From an optimization exercise on the open Yosys and OpenROAD flow, aimed at small area; shortcuts taken in it are not production practice.
Function was checked by simulation only, so behaviour that the tests miss may differ from the original.
Power figures rest on the tool's default switching activity, not on a simulated workload.

==> flow/design.v <==
`timescale 1ns / 1ps
module reaction_timer_game (
    input  logic clk,
    input  logic rst,    
    input  logic BTNC,   
    output logic LED,
    output logic [6:0] SEG,
    output logic DP,
    output logic [7:0] AN
);
    localparam logic [2:0] IDLE0 = 3'd0;   
    localparam logic [2:0] IDLE  = 3'd1;
    localparam logic [2:0] WAITH = 3'd2;   
    localparam logic [2:0] WAIT  = 3'd3;
    localparam logic [2:0] LEDON = 3'd4;
    localparam logic [2:0] DONE  = 3'd5;
    localparam logic [2:0] PEN   = 3'd6;
    localparam logic [2:0] TOUT  = 3'd7;
    logic       s0, s1, deb, last;
    logic [4:0] dc;
    always_ff @(posedge clk) begin
        if (rst) begin
            s0   <= 1'b0;
            s1   <= 1'b0;
            deb  <= 1'b0;
            last <= 1'b0;
            dc   <= 5'd0;
        end else begin
            s0   <= BTNC;
            s1   <= s0;
            last <= deb;
            if (s1 != deb) begin
                if (dc[4] & dc[2]) begin    
                    deb <= s1;
                    dc  <= 5'd0;
                end else begin
                    dc  <= dc + 5'd1;
                end
            end else begin
                dc <= 5'd0;
            end
        end
    end
    wire press = deb & ~last;
    logic [15:0] lfsr;
    always_ff @(posedge clk) begin
        if (rst)
            lfsr <= 16'hACE1;
        else
            lfsr <= {lfsr[14:0], lfsr[15] ^ lfsr[13] ^ lfsr[12] ^ lfsr[10]};
    end
    logic [2:0] state;
    logic [3:0] pre, m1, m2, m3, sec;
    wire c0   = pre[3] & pre[0];           
    wire c1   = c0 & m1[3] & m1[0];
    wire c2   = c1 & m2[3] & m2[0];
    wire c3   = c2 & m3[3] & m3[0];        
    wire full = c3 & (&sec);               
    wire st_idle = (state == IDLE) | (state == IDLE0);
    wire st_wait = (state == WAIT) | (state == WAITH);
    wire sec10   = sec[3] & sec[1];        
    wire start   = press & (st_idle | (state == DONE));
    wire restart = (press & st_wait) | ((state == LEDON) & ~press & sec10);
    wire hold    = (state == DONE) | ((state == LEDON) & press);
    logic [4:0] two_a;
    logic [3:0] step;
    always_comb begin
        two_a = {sec, 1'b0} - {4'd0, lfsr[15]};
        step  = (two_a > 5'd14) ? 4'(two_a - 5'd14) : two_a[3:0];
    end
    function automatic logic [3:0] bcd_inc(input logic [3:0] d, input logic c);
        bcd_inc = c ? ((d[3] & d[0]) ? 4'd0 : d + 4'd1) : d;
    endfunction
    always_ff @(posedge clk) begin
        if (start | restart) begin
            pre <= 4'd9;
            m1  <= 4'd9;
            m2  <= 4'd9;
            m3  <= 4'd9;
            sec <= (start & ~lfsr[15]) ? 4'd14 : 4'd13;
        end else if (!hold) begin
            pre <= bcd_inc(pre, 1'b1);
            m1  <= bcd_inc(m1, c0);
            m2  <= bcd_inc(m2, c1);
            m3  <= bcd_inc(m3, c2);
            if (state == WAITH)
                sec <= step;
            else
                sec <= sec + {3'd0, c3};
        end
    end
    always_ff @(posedge clk) begin
        if (rst)
            state <= IDLE0;
        else
            case (state)
                IDLE0, IDLE: state <= press ? WAITH : IDLE;
                WAITH: if (press) state <= PEN;
                       else if (m1[0] & pre[1] & pre[0]) state <= WAIT;   
                WAIT:  if (press) state <= PEN;
                       else if (full) state <= LEDON;
                LEDON: if (press) state <= DONE;
                       else if (sec10) state <= TOUT;
                DONE:  if (press) state <= WAITH;
                default: if (full) state <= IDLE;    
            endcase
    end
    assign LED = (state == LEDON);
    logic [6:0] rc;
    always_ff @(posedge clk) begin
        if (rst)
            rc <= 7'd0;
        else if (state != IDLE0)
            rc <= rc + 7'd1;
    end
    wire [2:0] cd = rc[6:4];
    assign AN = ~(8'b00000001 << cd);
    assign DP = (cd == 3'd3) ? 1'b0 : 1'b1;
    logic [3:0] d;
    always_comb begin
        d = 4'd15;
        if (st_idle) begin
            case (cd)
                3'd0: d = 4'd10;
                3'd1: d = 4'd13;
                3'd2: d = 4'd12;
                3'd3: d = 4'd11;
                3'd4: d = 4'd10;
                default: d = 4'd15;
            endcase
        end else if (state == PEN) begin
            d = (cd[2]) ? 4'd15 : 4'd9;
        end else if (state == TOUT) begin
            d = (cd[2]) ? 4'd15 : 4'd1;
        end else if (state == DONE) begin
            case (cd)
                3'd0: d = m1;
                3'd1: d = m2;
                3'd2: d = m3;
                3'd3: d = {sec[3] & ~sec[1], sec[2], sec[1] & ~sec[3], sec[0]};
                3'd4: d = {3'd0, sec10};
                default: d = 4'd15;
            endcase
        end else begin
            d = (cd[2] & (cd[1] | cd[0])) ? 4'd15 : 4'd0;
        end
    end
    always_comb begin
        case (d)
            4'd0:  SEG = 7'b1000000;
            4'd1:  SEG = 7'b1111001;
            4'd2:  SEG = 7'b0100100;
            4'd3:  SEG = 7'b0110000;
            4'd4:  SEG = 7'b0011001;
            4'd5:  SEG = 7'b0010010;
            4'd6:  SEG = 7'b0000010;
            4'd7:  SEG = 7'b1111000;
            4'd8:  SEG = 7'b0000000;
            4'd9:  SEG = 7'b0010000;
            4'd10: SEG = 7'b0001000;   
            4'd11: SEG = 7'b1000111;   
            4'd12: SEG = 7'b1000000;   
            4'd13: SEG = 7'b0001001;   
            default: SEG = 7'b1111111;
        endcase
    end
endmodule
==> flow/run.sh <==
#!/bin/bash
# synth_recipe.tcl (not shown) runs the flow's synth.tcl, then flattens the netlist and writes it again
# the make line also repeats each setting of config.mk as NAME=value (left out here)
make -C /OpenROAD-flow-scripts/flow DESIGN_CONFIG=/design/flow/config.mk WORK_HOME=/design/flow/orfs CLKGATE_MAP_FILE= SYNTH_SCRIPT=/design/flow/synth_recipe.tcl finish
==> flow/config.mk <==
export PLATFORM = sky130hd
export DESIGN_NAME = reaction_timer_game
export DESIGN_NICKNAME = reaction_timer_game
export VERILOG_FILES = /design/flow/design.v
export SDC_FILE = /design/flow/constraint.sdc
export NUM_CORES = 4
export LEC_CHECK = 0
export CAP_MARGIN = 20
export CORE_MARGIN = 2
export CORE_UTILIZATION = 40
export SLEW_MARGIN = 20
==> flow/constraint.sdc <==
create_clock -name core_clock -period 140.0 [get_ports {clk}]
set_input_delay 28.0000 -clock core_clock [delete_from_list [all_inputs] [get_ports {clk}]]
set_output_delay 28.0000 -clock core_clock [all_outputs]
set_load 0.01 [all_outputs]
==> results.sh <==
export IMPL_cts_hold_buf=0
export IMPL_tritoncts="yes"
export IMPL_rsz0062_at_grt="false"
export IMPL_ioPinCount=20
export IMPL_area_growth_pct=10.2
export IMPL_synthesis_area_mm2=0.00307
export IMPL_instances_no_fill=460
export IMPL_core_mm2=0.00733
export IMPL_dpl_hpwl_mm=4.21
export IMPL_die_w_um=91.6
export IMPL_endpoint_kind="primary output"
export IMPL_via_count=2374
export IMPL_clk_pin_slew_ns=0.10
export IMPL_grt_overflow_total=0
export IMPL_period_minus_slack_ns=31.80
export IMPL_ys_ff_latch=55
export IMPL_drv_slew=0
export IMPL_antenna_found_initial=0
export IMPL_fillCellCount=734
export IMPL_setup_tns_final_ns=0
export IMPL_dp_cells=452
export IMPL_grt_pass1_wl_mm=10.2
export IMPL_routed_wl_met2_mm=2.71
export IMPL_clk_latency_ns=0.32
export IMPL_p_leak_nw=1.29
export IMPL_cp_max_fo=19
export IMPL_status="no timing/DRC/antenna violations"
export IMPL_place_gp_congestion=0.830
export IMPL_synth_yosys_warnings=1
export IMPL_netlist_instances=353
export IMPL_initialDrtViolationCount=73
export IMPL_worst_path_buf_inv=3
export IMPL_cts_buffer_depth=2
export IMPL_synth_area_per_cell_um2=8.70
export IMPL_post_route_cells_drive_above_1_share_pct=6.09
export IMPL_post_route_drc_count=0
export IMPL_grt_usage_pct=14.6
export IMPL_route_met3_wl_um=183
export IMPL_crit_path_start_kind="flip-flop"
export IMPL_met1Wirelength_mm=2.98
export IMPL_cp_data_required_time_ns=112.00
export IMPL_power_density_mw_per_mm2=13.4
export IMPL_port_buffers=19
export IMPL_routed_wl_mm=5.94
export IMPL_clock_sinks=55
export IMPL_hold_viol=0
export IMPL_path_delay_family="compound AO/OA/AOI/OAI gates"
export IMPL_cp_cell_sequence="inv_1 > o32ai_1 > o32ai_1 > a21oi_1 > inv_1 > ha_1 > nand2_1 > o21ai_1 > mux2i_1 > clkdlybuf4s50_1"
export IMPL_routed_via_density=5.16
export IMPL_num_rows=31
export IMPL_wire_per_inst_um=12.9
export IMPL_grt_max_degree=32
export IMPL_ys_seq_area_share_pct=37.1
export IMPL_postCtsResizedCells=0
export IMPL_syn_nets=372
export IMPL_fin_nets=379
export IMPL_cts_buffers=5
export IMPL_synth_cell_types=52
export IMPL_drtAntennaViolNets=0
export IMPL_die_area_mm2=0.00840
export IMPL_n_antenna_cell=0
export IMPL_holdCritPathClass="reg2reg"
export IMPL_tightestPinTransition_ns=0.943
export IMPL_fmaxAchievable_ghz=0.0314
export IMPL_routed_top_layer="met4"
export IMPL_finalClockSkew_ns=0.00620
export IMPL_grt_pass1_vias=2218
export IMPL_peakVddDrop_v=0.00000694
export IMPL_drv_cap=0
export IMPL_die_h_um=91.6
export IMPL_crit_arrival_ns=3.80
export IMPL_fin_crit_sh_pct=22.7
export IMPL_synthFlopType="dfxtp_1"
export IMPL_synth_edf_count=4
export IMPL_first_pass_iters=4
export IMPL_cp_slowest_cell="dfxtp_1"
export IMPL_critPathMaxStageDelay_ns=0.71
export IMPL_async_flop_share_pct=0
export IMPL_start_util_pct=41.9
export IMPL_slew_headroom_pct=36.9
export IMPL_critPathKind="reg2out"
export IMPL_cts_root_buf="clkbuf_8"
export IMPL_htreeDepth=2
export IMPL_setup_viol=0
export IMPL_post_cts_buffers=0
==> cells in the final DEF, fill, tap and decap left out, drive strengths merged, types with 3 or more instances in the layout <==
cell,synthesis,final
dfxtp,51,51
nand2,38,38
nor2,27,27
mux2i,21,21
a21oi,20,20
o21ai,20,20
clkdlybuf4s50,0,19
nor2b,17,17
ha,16,16
inv,14,15
xnor2,13,13
xor2,12,12
nor3,10,10
nand3,9,9
or2,8,8
nand2b,6,6
o211ai,5,5
clkbuf,9,5
nand4,4,4
edfxtp,4,4
or3,3,3
==> final cells by class <==
type                       count  area (um^2)  share of cell area [%]
timing repair buffer          19          190                    5.62
tap                           99          124                    3.66
clock buffer                   5         68.8                    2.03
clock inverter                 3         33.8                   0.998
inverter                      14         52.6                    1.55
sequential                    55         1140                    33.7
multi-input combinational    265         1770                    52.4
==> flip-flops by register name (all words and copies together) (netlist names), 3 cells and up <==
register,flops
lfsr,16
rc,7
dc,5
m1,4
m2,4
m3,4
pre,4
sec,4
state,3
==> Yosys cell counts (3+ instances only) <==
cell / n / share of area, %
a21oi_1: 20 / 3.3
buf_2: 5 / 0.81
buf_6: 3 / 1.1
clkbuf_1: 9 / 1.1
dfxtp_1: 51 / 33
edfxtp_1: 4 / 3.9
ha_1: 16 / 6.5
inv_1: 13 / 1.6
mux2i_1: 21 / 6.8
nand2_1: 38 / 4.6
nand2b_1: 6 / 1.2
nand3_1: 9 / 1.5
nand4_1: 4 / 0.81
nor2_1: 27 / 3.3
nor2b_1: 17 / 3.5
nor3_1: 10 / 1.6
o211ai_1: 5 / 1.2
o21ai_0: 16 / 2.6
o21ai_1: 4 / 0.65
or2_2: 8 / 1.6
or3_1: 3 / 0.61
xnor2_1: 13 / 3.7
xor2_1: 12 / 3.4
==> metal layers <==
metal	GRT usage [%]	vias to the layer above
met4	3.79	0
met1	19.6	1093
met5	0	-
met2	24.2	43
li1	-	1232
met3	2.71	6
==> worst paths after layout <==
kind                          from  cells past startpoint             endpoint  slack (ns)
min            lfsr[14]$_SDFF_PP0_                      1  lfsr[15]$_SDFF_PP1_        0.42
max          state[1]$_SDFFE_PP0P_                     10               SEG[3]      108.20
min reg2reg    lfsr[14]$_SDFF_PP0_                      1  lfsr[15]$_SDFF_PP1_        0.42
max reg2reg       sec[0]$_DFFE_PP_                     10     sec[1]$_DFFE_PP_      137.56
==> kinds of logic (layout without fill, tap and decap cells) <==
group,count (synthesis),after routing,synth area share (%)
flops,55,55,37.1
fa+ha+maj,16,16,6.52
mux,24,24,8.80
compound gates,63,63,12.5
simple gates,137,137,22.8
xor+xnor,25,25,7.13
buf+inv,33,41,5.09
==> worst reg2reg max path: stages, from the launching register on <==
cell and delay, ns:
edfxtp_1 0.50, inv_1 0.07, ha_1 0.23, xor2_1 0.17, ha_1 0.26, and3_1 0.18, o21ai_0 0.13, o211ai_1 0.18
xnor2_1 0.17, o21ai_0 0.10, a32o_1 0.22
==> power breakdown <==
part	total [W]	internal [W]	switching (W)
Sequential	0.0000237	0.0000192	0.00000447
Combinational	0.0000118	0.00000638	0.00000546
Clock	0.00000973	0.00000378	0.00000595
==> through the flow <==
| step | hold WS (ns) | cell area [um^2] | utilization [%] | setup slack, ns | total power [W] |
|---|---|---|---|---|---|
| finish | 0.420 | 3380 | 46.2 | 108.20 | 0.0000453 |
| detailed placement | 0.393 | 3280 | 44.8 | 108.55 | 0.0000359 |
| global placement | 0.394 | 3280 | 44.8 | 108.75 | 0.0000354 |
| floorplan | 0.389 | 3070 | - | 109.73 | 0.0000332 |
| CTS | 0.423 | 3380 | 46.2 | 108.17 | 0.0000457 |
| global route | 0.443 | 3380 | 46.2 | 107.82 | 0.0000488 |

-- afterwards: timing with drivers on the ports --
Ports are ideal in the flow. The routed layout listed here was re-timed in OpenROAD. Step 1 assumes that a clkbuf_16 drives the clock port and a buf_2 every other input. Step 2 adds t to the input delays and takes it off the output delays; t is the mean of the earliest and latest rising clock arrival at the registers after step 1. Input paths then give back, and output paths get back, about the clock's delay inside the block. Three values: ideal ports, drivers, drivers and shift; two values: the first two.
t (ns): 0.347
setup slack, ns: 108.198 / 108.168 / 108.515
latest minus earliest clock arrival (ns): 0.007 / 0.006
worst register clock-pin slew, ns: 0.11 / 0.11
After both steps this run still meets setup and hold. For this run, drivers alone change the setup slack by -0.030 ns; drivers and shift together by +0.317 ns.
